Context: an optimization exercise on an open-source flow, tuned for small area, a short achievable clock period and few clock cycles per item. The choices shown serve that exercise and are no tape-out recipe. Function not checked in this run: the RTL went through the layout flow alone. No activity file was given, so power comes from the tool's default toggle rates.

File: design/flow/config.mk
export PLATFORM = sky130hd
export DESIGN_NAME = sampledec
export DESIGN_NICKNAME = sampledec
export VERILOG_FILES = /design/flow/design.v
export SDC_FILE = /design/flow/constraint.sdc
export NUM_CORES = 4
export LEC_CHECK = 0
export CAP_MARGIN = 20
export CORE_MARGIN = 2
export CORE_UTILIZATION = 40
export SLEW_MARGIN = 20
export SYNTH_HIERARCHICAL = 1
File: design/flow/constraint.sdc
create_clock -name core_clock -period 7.0 [get_ports {clk}]
set_input_delay 1.4000 -clock core_clock [delete_from_list [all_inputs] [get_ports {clk}]]
set_output_delay 1.4000 -clock core_clock [all_outputs]
set_load 0.01 [all_outputs]
File: design/flow/design.v
module sampledec(received,clk,start,ctrl,corrected,decodedOp,nerr,done);
  input [14:0] received; input clk; input start; input ctrl;
  output [7:0] corrected; output [1:0] nerr; output [14:0] decodedOp; output done;
  reg done_q, ctrl_q;
  always @(posedge clk) begin ctrl_q <= ctrl; if (start) done_q <= 1'b1; end
  assign done = done_q;
  reg [14:0] r;
  wire rnn0; bmuxi u_rnn0(.s(start),.a(r[0]),.b(received[0]),.y(rnn0));
  wire rnn1; bmuxi u_rnn1(.s(start),.a(r[1]),.b(received[1]),.y(rnn1));
  wire rnn2; bmuxi u_rnn2(.s(start),.a(r[2]),.b(received[2]),.y(rnn2));
  wire rnn3; bmuxi u_rnn3(.s(start),.a(r[3]),.b(received[3]),.y(rnn3));
  wire rnn4; bmuxi u_rnn4(.s(start),.a(r[4]),.b(received[4]),.y(rnn4));
  wire rnn5; bmuxi u_rnn5(.s(start),.a(r[5]),.b(received[5]),.y(rnn5));
  wire rnn6; bmuxi u_rnn6(.s(start),.a(r[6]),.b(received[6]),.y(rnn6));
  wire rnn7; bmuxi u_rnn7(.s(start),.a(r[7]),.b(received[7]),.y(rnn7));
  wire rnn8; bmuxi u_rnn8(.s(start),.a(r[8]),.b(received[8]),.y(rnn8));
  wire rnn9; bmuxi u_rnn9(.s(start),.a(r[9]),.b(received[9]),.y(rnn9));
  wire rnn10; bmuxi u_rnn10(.s(start),.a(r[10]),.b(received[10]),.y(rnn10));
  wire rnn11; bmuxi u_rnn11(.s(start),.a(r[11]),.b(received[11]),.y(rnn11));
  wire rnn12; bmuxi u_rnn12(.s(start),.a(r[12]),.b(received[12]),.y(rnn12));
  wire rnn13; bmuxi u_rnn13(.s(start),.a(r[13]),.b(received[13]),.y(rnn13));
  wire rnn14; bmuxi u_rnn14(.s(start),.a(r[14]),.b(received[14]),.y(rnn14));
  wire [14:0] rn = ~{rnn14, rnn13, rnn12, rnn11, rnn10, rnn9, rnn8, rnn7, rnn6, rnn5, rnn4, rnn3, rnn2, rnn1, rnn0};
  wire [14:0] rnn = {rnn14, rnn13, rnn12, rnn11, rnn10, rnn9, rnn8, rnn7, rnn6, rnn5, rnn4, rnn3, rnn2, rnn1, rnn0};
  wire t_1; bx2 u_t_1(.a(rnn[3]),.b(rnn[10]),.y(t_1));
  wire t_2; bx2 u_t_2(.a(rnn[7]),.b(rnn[9]),.y(t_2));
  wire t_3; bx2 u_t_3(.a(t_1),.b(t_2),.y(t_3));
  wire t_4; bx2 u_t_4(.a(rnn[2]),.b(rnn[13]),.y(t_4));
  wire t_5; bx2 u_t_5(.a(rnn[4]),.b(rnn[5]),.y(t_5));
  wire t_6; bx2 u_t_6(.a(t_4),.b(t_5),.y(t_6));
  wire x1; bx2 u_x1(.a(t_3),.b(t_6),.y(x1));
  wire t_7; bx2 u_t_7(.a(rnn[2]),.b(rnn[14]),.y(t_7));
  wire t_8; bx2 u_t_8(.a(rnn[9]),.b(rnn[11]),.y(t_8));
  wire t_9; bx2 u_t_9(.a(t_7),.b(t_8),.y(t_9));
  wire t_10; bx2 u_t_10(.a(rnn[6]),.b(rnn[13]),.y(t_10));
  wire t_11; bx2 u_t_11(.a(rnn[7]),.b(rnn[8]),.y(t_11));
  wire t_12; bx2 u_t_12(.a(t_10),.b(t_11),.y(t_12));
  wire x5; bx2 u_x5(.a(t_9),.b(t_12),.y(x5));
  wire t_13; bx2 u_t_13(.a(rnn[0]),.b(rnn[13]),.y(t_13));
  wire t_14; bx2 u_t_14(.a(rnn[1]),.b(rnn[9]),.y(t_14));
  wire t_15; bx2 u_t_15(.a(t_13),.b(t_14),.y(t_15));
  wire t_16; bx2 u_t_16(.a(rnn[4]),.b(rnn[8]),.y(t_16));
  wire t_17; bx2 u_t_17(.a(rnn[10]),.b(rnn[11]),.y(t_17));
  wire t_18; bx2 u_t_18(.a(t_16),.b(t_17),.y(t_18));
  wire x7; bx2 u_x7(.a(t_15),.b(t_18),.y(x7));
  wire t_19; bx2 u_t_19(.a(rnn[1]),.b(rnn[5]),.y(t_19));
  wire t_20; bx2 u_t_20(.a(rnn[10]),.b(rnn[12]),.y(t_20));
  wire t_21; bx2 u_t_21(.a(t_19),.b(t_20),.y(t_21));
  wire x8; bx2 u_x8(.a(t_21),.b(t_9),.y(x8));
  wire t_22; bx2 u_t_22(.a(t_1),.b(t_5),.y(t_22));
  wire lm6; bx2 u_lm6(.a(t_12),.b(t_22),.y(lm6));
  wire lm7 = t_6;
  wire lm8 = t_18;
  wire t_23; bx2 u_t_23(.a(t_13),.b(t_16),.y(t_23));
  wire lm9; bx2 u_lm9(.a(t_21),.b(t_23),.y(lm9));
  wire t_24; bx2 u_t_24(.a(t_19),.b(t_11),.y(t_24));
  wire lm10 = t_24;
  wire x2; bx2 u_x2(.a(x1),.b(x5),.y(x2));
  wire x14; bx2 u_x14(.a(x1),.b(x7),.y(x14));
  wire x10; bx2 u_x10(.a(x1),.b(x8),.y(x10));
  wire x13; bx2 u_x13(.a(x5),.b(x7),.y(x13));
  wire x4; bx2 u_x4(.a(x5),.b(x8),.y(x4));
  wire x11; bx2 u_x11(.a(x7),.b(x8),.y(x11));
  wire s1z = ~(x1 | x5 | x7 | x8);
  wire s3z = ~(lm6 | lm7 | lm8 | lm9);
  wire zz = s1z & s3z;
  wire cn0 = ~(x5 | x10);
  wire cn1 = ~(x1 | x11);
  wire cn2 = ~(x2 | x7);
  wire cn3 = ~(x8 | x13);
  wire cn4 = ~(x4 | x14);
  wire sz0 = (x1 | zz);
  wire sz1 = (x4 | zz);
  wire sz2 = (x2 | zz);
  wire t_25; bxn2 u_t_25(.a(lm6),.b(cn0),.y(t_25));
  wire t_26; bx2 u_t_26(.a(lm7),.b(cn1),.y(t_26));
  wire t_27; bx2 u_t_27(.a(lm8),.b(cn2),.y(t_27));
  wire t_28; bxn2 u_t_28(.a(lm9),.b(cn3),.y(t_28));
  wire t_29; bx2 u_t_29(.a(lm10),.b(cn4),.y(t_29));
  reg [10:0] sq;
  always @(posedge clk) begin r <= rn; sq <= {t_29, t_28, t_27, t_26, t_25, x11, x7, x14, sz2, sz1, sz0}; end
  wire fn0; bxn2 u_fn0(.a(sq[2]),.b(sq[6]),.y(fn0));
  wire fn1; bx2 u_fn1(.a(sq[5]),.b(sq[7]),.y(fn1));
  wire fn2; bx2 u_fn2(.a(sq[4]),.b(sq[8]),.y(fn2));
  wire fn3; bxn2 u_fn3(.a(sq[5]),.b(sq[9]),.y(fn3));
  wire fn4; bx2 u_fn4(.a(sq[3]),.b(sq[10]),.y(fn4));
  wire fn5; bxn2 u_fn5(.a(sq[1]),.b(sq[6]),.y(fn5));
  wire fn7; bx2 u_fn7(.a(sq[2]),.b(sq[8]),.y(fn7));
  wire fn8; bxn2 u_fn8(.a(sq[1]),.b(sq[9]),.y(fn8));
  wire fn10; bxn2 u_fn10(.a(sq[0]),.b(sq[6]),.y(fn10));
  wire fn11; bx2 u_fn11(.a(sq[0]),.b(sq[7]),.y(fn11));
  wire fn13; bxn2 u_fn13(.a(sq[4]),.b(sq[9]),.y(fn13));
  wire fn14; bx2 u_fn14(.a(sq[1]),.b(sq[10]),.y(fn14));
  wire nfl0; bnand4 u_nfl0(.a(fn8),.b(fn4),.c(fn2),.d(fn1),.y(nfl0));
  wire nfl1; bnand4 u_nfl1(.a(sq[10]),.b(fn5),.c(fn3),.d(fn2),.y(nfl1));
  wire nfl2; bnand4 u_nfl2(.a(fn10),.b(sq[7]),.c(fn4),.d(fn3),.y(nfl2));
  wire nfl3; bnand4 u_nfl3(.a(fn11),.b(fn7),.c(fn5),.d(fn4),.y(nfl3));
  wire nfl4; bnand4 u_nfl4(.a(sq[8]),.b(fn8),.c(sq[7]),.d(fn5),.y(nfl4));
  wire nfl5; bnand4 u_nfl5(.a(fn13),.b(sq[10]),.c(fn7),.d(sq[7]),.y(nfl5));
  wire nfl6; bnand4 u_nfl6(.a(fn14),.b(fn10),.c(fn8),.d(fn7),.y(nfl6));
  wire nfl7; bnand4 u_nfl7(.a(fn0),.b(fn11),.c(sq[10]),.d(fn8),.y(nfl7));
  wire nfl8; bnand4 u_nfl8(.a(fn1),.b(sq[8]),.c(fn10),.d(sq[10]),.y(nfl8));
  wire nfl9; bnand4 u_nfl9(.a(fn2),.b(fn13),.c(fn11),.d(fn10),.y(nfl9));
  wire nfl10; bnand4 u_nfl10(.a(fn3),.b(fn14),.c(sq[8]),.d(fn11),.y(nfl10));
  wire nfl11; bnand4 u_nfl11(.a(fn4),.b(fn0),.c(fn13),.d(sq[8]),.y(nfl11));
  wire nfl12; bnand4 u_nfl12(.a(fn5),.b(fn1),.c(fn14),.d(fn13),.y(nfl12));
  wire nfl13; bnand4 u_nfl13(.a(sq[7]),.b(fn2),.c(fn0),.d(fn14),.y(nfl13));
  wire nfl14; bnand4 u_nfl14(.a(fn7),.b(fn3),.c(fn1),.d(fn0),.y(nfl14));
  wire d0; bxn2 u_d0(.a(r[0]),.b(nfl0),.y(d0));
  wire d1; bxn2 u_d1(.a(r[1]),.b(nfl1),.y(d1));
  wire d2; bxn2 u_d2(.a(r[2]),.b(nfl2),.y(d2));
  wire d3; bxn2 u_d3(.a(r[3]),.b(nfl3),.y(d3));
  wire d4; bxn2 u_d4(.a(r[4]),.b(nfl4),.y(d4));
  wire d5; bxn2 u_d5(.a(r[5]),.b(nfl5),.y(d5));
  wire d6; bxn2 u_d6(.a(r[6]),.b(nfl6),.y(d6));
  wire d7; bxn2 u_d7(.a(r[7]),.b(nfl7),.y(d7));
  wire d8; bxn2 u_d8(.a(r[8]),.b(nfl8),.y(d8));
  wire d9; bxn2 u_d9(.a(r[9]),.b(nfl9),.y(d9));
  wire d10; bxn2 u_d10(.a(r[10]),.b(nfl10),.y(d10));
  wire d11; bxn2 u_d11(.a(r[11]),.b(nfl11),.y(d11));
  wire d12; bxn2 u_d12(.a(r[12]),.b(nfl12),.y(d12));
  wire d13; bxn2 u_d13(.a(r[13]),.b(nfl13),.y(d13));
  wire d14; bxn2 u_d14(.a(r[14]),.b(nfl14),.y(d14));
  assign decodedOp = {d14, d13, d12, d11, d10, d9, d8, d7, d6, d5, d4, d3, d2, d1, d0};
  wire t_30; bx2 u_t_30(.a(sq[4]),.b(sq[5]),.y(t_30));
  wire ty0; bx2 u_ty0(.a(t_30),.b(sq[6]),.y(ty0));
  wire t_31; bx2 u_t_31(.a(sq[0]),.b(sq[5]),.y(t_31));
  wire ty1; bxn2 u_ty1(.a(t_31),.b(sq[7]),.y(ty1));
  wire t_32; bx2 u_t_32(.a(sq[2]),.b(sq[4]),.y(t_32));
  wire ty2; bxn2 u_ty2(.a(t_32),.b(sq[8]),.y(ty2));
  wire t_33; bx2 u_t_33(.a(sq[0]),.b(sq[2]),.y(t_33));
  wire ty3; bx2 u_ty3(.a(t_33),.b(sq[9]),.y(ty3));
  wire n0; bnor4 u_n0(.a(ty0),.b(ty1),.c(ty2),.d(ty3),.y(n0));
  wire n1; bn1 u_n1(.nf({nfl14, nfl13, nfl12, nfl11, nfl10, nfl9, nfl8, nfl7, nfl6, nfl5, nfl4, nfl3, nfl2, nfl1, nfl0}),.n0(n0),.y(n1));
  assign nerr = {n1, n0};
  wire con0; bmuxi u_con0(.s(ctrl_q),.a(d0),.b(d7),.y(con0)); wire co0 = ~con0;
  wire con1; bmuxi u_con1(.s(ctrl_q),.a(d1),.b(d8),.y(con1)); wire co1 = ~con1;
  wire con2; bmuxi u_con2(.s(ctrl_q),.a(d2),.b(d9),.y(con2)); wire co2 = ~con2;
  wire con3; bmuxi u_con3(.s(ctrl_q),.a(d3),.b(d10),.y(con3)); wire co3 = ~con3;
  wire con4; bmuxi u_con4(.s(ctrl_q),.a(d4),.b(d11),.y(con4)); wire co4 = ~con4;
  wire con5; bmuxi u_con5(.s(ctrl_q),.a(d5),.b(d12),.y(con5)); wire co5 = ~con5;
  wire con6; bmuxi u_con6(.s(ctrl_q),.a(d6),.b(d13),.y(con6)); wire co6 = ~con6;
  assign corrected = {decodedOp[14] & ctrl_q, co6, co5, co4, co3, co2, co1, co0};
endmodule
module bx2(input a, input b, output y); assign y = a ^ b; endmodule
module bnor4(input a, input b, input c, input d, output y); assign y = ~(a|b|c|d); endmodule
module bmux(input s, input a, input b, output y); assign y = s ? b : a; endmodule
module bmuxi(input s, input a, input b, output y); assign y = ~(s ? b : a); endmodule
module bn1(input [14:0] nf, input n0, output y); assign y = ~(&nf) & ~n0; endmodule
module bxn2(input a, input b, output y); assign y = ~(a ^ b); endmodule
module bnand4(input a, input b, input c, input d, output y); assign y = ~(a&b&c&d); endmodule
File: design/flow/flow/run.sh
#!/bin/bash
# The standard layout (standard.sh) with: every port buffered by one fixed cell type,
# the start port's buffer upsized after placement resizing (flow/upsize_start.tcl),
# power recovery (downsizing of non-critical cells) after global routing,
# and a clock tree built from clkbuf_8. The flow's full output goes to standard.log here.
export BUFFER_PORTS_ARGS="-buffer_cell sky130_fd_sc_hd__buf_1"
export RECOVER_POWER=100
export START_BUF_CELL=${START_BUF_CELL:-sky130_fd_sc_hd__buf_8}
export POST_RESIZE_TCL="$(pwd)/flow/upsize_start.tcl"
export CTS_ARGS="-sink_clustering_enable -repair_clock_nets -sink_buffer_max_cap_derate 1.0 -dont_use_dummy_load -buf_list sky130_fd_sc_hd__clkbuf_8 -root_buf sky130_fd_sc_hd__clkbuf_8"
bash standard.sh > standard.log 2>&1
File: design/flow/flow/upsize_start.tcl
# Upsize the input buffer on the start port: start selects the hold multiplexer
# of every stored bit, so its buffer drives a fanout of about 15.
set cell [lindex $::env(START_BUF_CELL) 0]
set up {}
foreach pin [get_pins -of_objects [get_nets start]] {
  if { [get_property $pin direction] == "input" } {
    set inst [get_cells -of_objects $pin]
    puts "upsize_start: [get_full_name $inst] -> $cell"
    replace_cell $inst $cell
    lappend up $inst
  }
}
# connect the new cell's supply pins as the platform's pdn.tcl connects every cell's
add_global_connection -net {VDD} -inst_pattern {.*} -pin_pattern {VPWR}
add_global_connection -net {VDD} -inst_pattern {.*} -pin_pattern {VPB}
add_global_connection -net {VSS} -inst_pattern {.*} -pin_pattern {VGND}
add_global_connection -net {VSS} -inst_pattern {.*} -pin_pattern {VNB}
global_connect
# keep power recovery from shrinking it again
foreach inst $up { set_dont_touch $inst }
File: design/flow/standard.sh
#!/bin/bash
# synth_recipe.tcl (not shown) runs the flow's synth.tcl, then flattens the netlist and writes it again
# the make line also repeats each setting of config.mk as NAME=value (left out here)
make -C /OpenROAD-flow-scripts/flow DESIGN_CONFIG=/design/flow/config.mk WORK_HOME=/design/flow/orfs CLKGATE_MAP_FILE= SYNTH_SCRIPT=/design/flow/synth_recipe.tcl "${@:-finish}"
==> results.txt <==
# TYPE chip_impl_metric gauge
chip_impl_info{name="status",value="no timing/DRC/antenna violations"} 1
chip_impl_metric{name="number_of_setup_violations_in_the_final_report",unit=""} 0
chip_impl_metric{name="io_buffer_count",unit=""} 42
chip_impl_metric{name="cts.reportedPaths.clkPinSlew",unit="ns"} 0.09
chip_impl_metric{name="cell_area_after_synthesis",unit="sq um"} 1908
chip_impl_metric{name="synth_top_area_share",unit="%"} 28.33
chip_impl_metric{name="power.density_cell_area",unit="nW/um^2"} 528.0
chip_impl_metric{name="antenna_violations_before_repair",unit=""} 0
chip_impl_info{name="critical_path_destination",value="sq[7]"} 1
chip_impl_metric{name="fin_tns_setup",unit="ns"} 0
chip_impl_metric{name="rows",unit=""} 25
chip_impl_metric{name="leakage",unit="nW"} 0.8868
chip_impl_metric{name="multi_input_area",unit="sq um"} 1087
chip_impl_info{name="r2r-end",value="sq[7]"} 1
chip_impl_metric{name="r2r.worst_path.cells",unit=""} 7
chip_impl_metric{name="place.gp.congestion",unit=""} 0.8469
chip_impl_metric{name="ys_seq_area_share",unit="%"} 28.33
chip_impl_metric{name="grt_pass1_vias",unit=""} 1289
chip_impl_metric{name="viasPerCell",unit=""} 4.896
chip_impl_metric{name="clockBufferDepth",unit=""} 2
chip_impl_metric{name="final_max_slew_viol_count",unit=""} 0
chip_impl_info{name="ys_dominant_reg_cell",value="dfxtp_1"} 1
chip_impl_metric{name="cts_setup_buffers",unit=""} 0
chip_impl_metric{name="clkSinkCount",unit=""} 27
chip_impl_info{name="critical_path.startpoint",value="start"} 1
chip_impl_info{name="worstSetupStartpointType",value="input pin"} 1
chip_impl_metric{name="drc",unit=""} 0
chip_impl_metric{name="initial_utilization",unit="%"} 40.94
chip_impl_info{name="post-synth-top-count-cell",value="xor2_1"} 1
chip_impl_metric{name="vdd_ir_drop_max",unit="mV"} 0.1546
chip_impl_info{name="end_kind",value="flop"} 1
chip_impl_metric{name="num_antenna_cells",unit=""} 0
chip_impl_metric{name="synth-edff-count",unit=""} 0
chip_impl_metric{name="reg2reg_slack",unit="ns"} 4.63
chip_impl_metric{name="data_required_time_of_the_worst_path",unit="ns"} 7.15
chip_impl_metric{name="design.die.area",unit="sq um"} 5338
chip_impl_metric{name="finish.net_count",unit=""} 246
chip_impl_metric{name="fp.dieH",unit="um"} 73.07
chip_impl_metric{name="worst_slew_pin_slew",unit="ns"} 0.5468
chip_impl_metric{name="core_region_area",unit="sq um"} 4661
chip_impl_metric{name="achievable-frequency",unit="GHz"} 0.2943
chip_impl_info{name="setup.worst_path.class",value="input pin to flop"} 1
chip_impl_metric{name="drt_first_pass_iters",unit=""} 4
chip_impl_metric{name="totalWireLength",unit="um"} 3760
chip_impl_metric{name="pin_count_of_the_biggest_net_entering_global_routing",unit=""} 16
chip_impl_metric{name="num-fill-cells",unit=""} 467
chip_impl_metric{name="area_growth",unit="%"} 4.393
chip_impl_metric{name="global_route.usage.total",unit="%"} 14.43
chip_impl_metric{name="drt_iter0_drc",unit=""} 79
chip_impl_metric{name="synth.avg_cell_area",unit="sq um"} 9.263
chip_impl_metric{name="final-hold-violation-count",unit=""} 0
chip_impl_info{name="worstHoldPathType",value="flop to flop"} 1
chip_impl_metric{name="hpwlAfterDp",unit="um"} 3218
chip_impl_metric{name="cts_buffers",unit=""} 3
chip_impl_metric{name="synthesis.nets",unit=""} 224
chip_impl_info{name="rsz0062_at_grt",value="false"} 1
chip_impl_metric{name="grt_first_pass_wirelength",unit="um"} 5989
chip_impl_metric{name="postCtsHoldBufs",unit=""} 0
chip_impl_metric{name="slew-limit-headroom",unit="%"} 63.42
chip_impl_metric{name="layout_min_cycle_time",unit="ns"} 3.398
chip_impl_metric{name="synthesized_flop_and_latch_total",unit=""} 27
chip_impl_metric{name="path_max_fanout",unit=""} 15
chip_impl_info{name="synth.largest_area_cell",value="dfxtp_1"} 1
chip_impl_metric{name="finalWorstSetupSlack",unit="ns"} 3.602
chip_impl_metric{name="synthArstFlopShare",unit="%"} 0
chip_impl_info{name="launch_point_of_the_worst_reg_to_reg_path",value="r[8]"} 1
chip_impl_metric{name="layout-drive-gt1-share",unit="%"} 1.770
chip_impl_metric{name="post-route-util",unit="%"} 42.74
chip_impl_metric{name="avgRoutedWirePerCell",unit="um"} 13.43
chip_impl_metric{name="post_synth_num_cell_types",unit=""} 15
chip_impl_metric{name="synth_warnings",unit=""} 7
chip_impl_metric{name="cts_htree_levels",unit=""} 1
chip_impl_metric{name="power.total",unit="W"} 0.001052
chip_impl_metric{name="antenna_violating_nets_remaining",unit=""} 0
chip_impl_info{name="cts_tree",value="done"} 1
chip_impl_metric{name="floorplan.io_pins",unit=""} 44
chip_impl_metric{name="dp_slack",unit="ns"} 3.281
chip_impl_info{name="synth.top_cells.by_area",value="dfxtp_1, xor2_1, mux2i_1"} 1
chip_impl_metric{name="layout.area.seq",unit="sq um"} 540.5
chip_impl_metric{name="finalHoldWorstSlack",unit="ns"} 0.5623
chip_impl_metric{name="hold_depth",unit=""} 2
chip_impl_metric{name="worst_clock_skew",unit="ns"} 0.01254
chip_impl_metric{name="number_of_gates_resized_after_cts",unit=""} 0
chip_impl_metric{name="fraction_of_the_cycle_the_final_worst_path_needs",unit="%"} 48.55
chip_impl_metric{name="cp.arrival",unit="ns"} 3.55
chip_impl_metric{name="die_w",unit="um"} 73.07
chip_impl_metric{name="synth_cells",unit=""} 206
chip_impl_metric{name="clkLatencyLatePin",unit="ns"} 0.27
chip_impl_info{name="clockRootBuffer",value="clkbuf_8"} 1
chip_impl_metric{name="timing.max_cap.violations",unit=""} 0
chip_impl_metric{name="globalRouteOverflowTotal",unit=""} 0
chip_impl_metric{name="route.vias.total",unit=""} 1371
chip_impl_info{name="synth.cells.most_frequent",value="xor2_1, dfxtp_1, buf_4, xnor2_1, inv_1"} 1
[kinds of logic after synthesis]
kind of cell    count (synthesis)  share of synthesized area [%]
buf+inv                        48                          14.36
flops                          27                          28.33
compound gates                  4                          1.770
mux                            22                          11.54
other cells                     1                         0.1965
simple gates                   28                          8.918
xor+xnor                       76                          34.89
[worst max-delay path: stages]
cell and delay (ns):
buf_8 0.16, mux2i_1 0.48, xor2_1 0.33, xor2_1 0.21, xor2_1 0.48, xor2_1 0.23
nor2_1 0.08, xor2_1 0.17
[stage by stage]
stage / instance area (sq um) / std cells
global route: 1992 / 280
global placement: 1946 / 277
finish: 1992 / 280
floorplan: 1908 / 206
detailed placement: 1957 / 277
CTS: 1998 / 280
[layer usage]
metal,vias up,track usage (%),wire length (um)
met4,0,3.704,51
met5,-,0,0
li1,690,-,-
met1,633,19.93,1756
met2,42,24.12,1797
met3,6,1.243,155
[per-module statistics from Yosys, one instance, submodules excluded]
module     copies in the design  flip-flops and latches  cell area (sq um)  cells inside
bmuxi                        22                       0              10.01             1
bn1                           1                       0              38.79             6
bnand4                       15                       0              6.256             1
bnor4                         1                       0              12.51             1
bx2                          51                       0              8.758             1
bxn2                         25                       0              8.758             1
sampledec                     1                      27              877.1            86
[cells in the final DEF, fill, tap and decap left out, drive strengths merged]
cell and n:
or4 2, nor4 1, inv 23, mux2i 22
dfxtp 27, nand3 1, xor2 51, buf 42
o21bai 3, clkbuf 3, xnor2 25, o41a 1
conb 1, nor2 5, nand4 18, and2 1
[where the power goes]
| part | internal [W] | switching (W) |
|---|---|---|
| Sequential | 0.000205 | 0.0000694 |
| Combinational | 0.000287 | 0.000408 |
| Clock | 0.0000384 | 0.0000426 |
[registers in the layout, indices dropped and copies added, names as in the netlist]
register and cells:
r 15, sq 11, ctrl_q 1
[how the worst min path moves through the flow]
stage	start	endpoint	slack (ns)
finish	r[3]	r[3]	0.56
global route	r[3]	r[3]	0.60
CTS	r[3]	r[3]	0.56
detailed placement	r[3]	r[3]	0.54
global placement	r[12]	r[12]	0.55
floorplan	r[0]	r[0]	0.49
[final cells by class]
cell class | instances | share of cell area, %
Inverter | 23 | 4.334
Clock buffer | 3 | 2.073
Sequential cell | 27 | 27.14
Multi-Input combinational cell | 131 | 54.59
Timing Repair Buffer | 42 | 8.480
Tap cell | 54 | 3.392

## port drivers added, routing unchanged
Ports are ideal in the flow. The routed layout listed here was re-timed in OpenROAD.
Step 1 sets driving cells, clkbuf_16 on the clock port and buf_2 on the other inputs (assumed; they add their load-dependent delay and slew).
Step 2 adds t to the input delays and takes it off the output delays; t is the mean of the earliest and latest rising clock arrival at the registers after step 1. Input paths then give back, and output paths get back, about the clock's delay inside the block.
Three values: ideal, step 1, step 2; two values: the first two.
t, ns: 0.284
setup WS [ns]: 3.602 / 3.573 / 3.289
clock arrival spread, ns: 0.013 / 0.013
After both steps this run still meets setup and hold. The setup slack of this run moves by -0.029 ns with the drivers and by -0.313 ns with both steps.
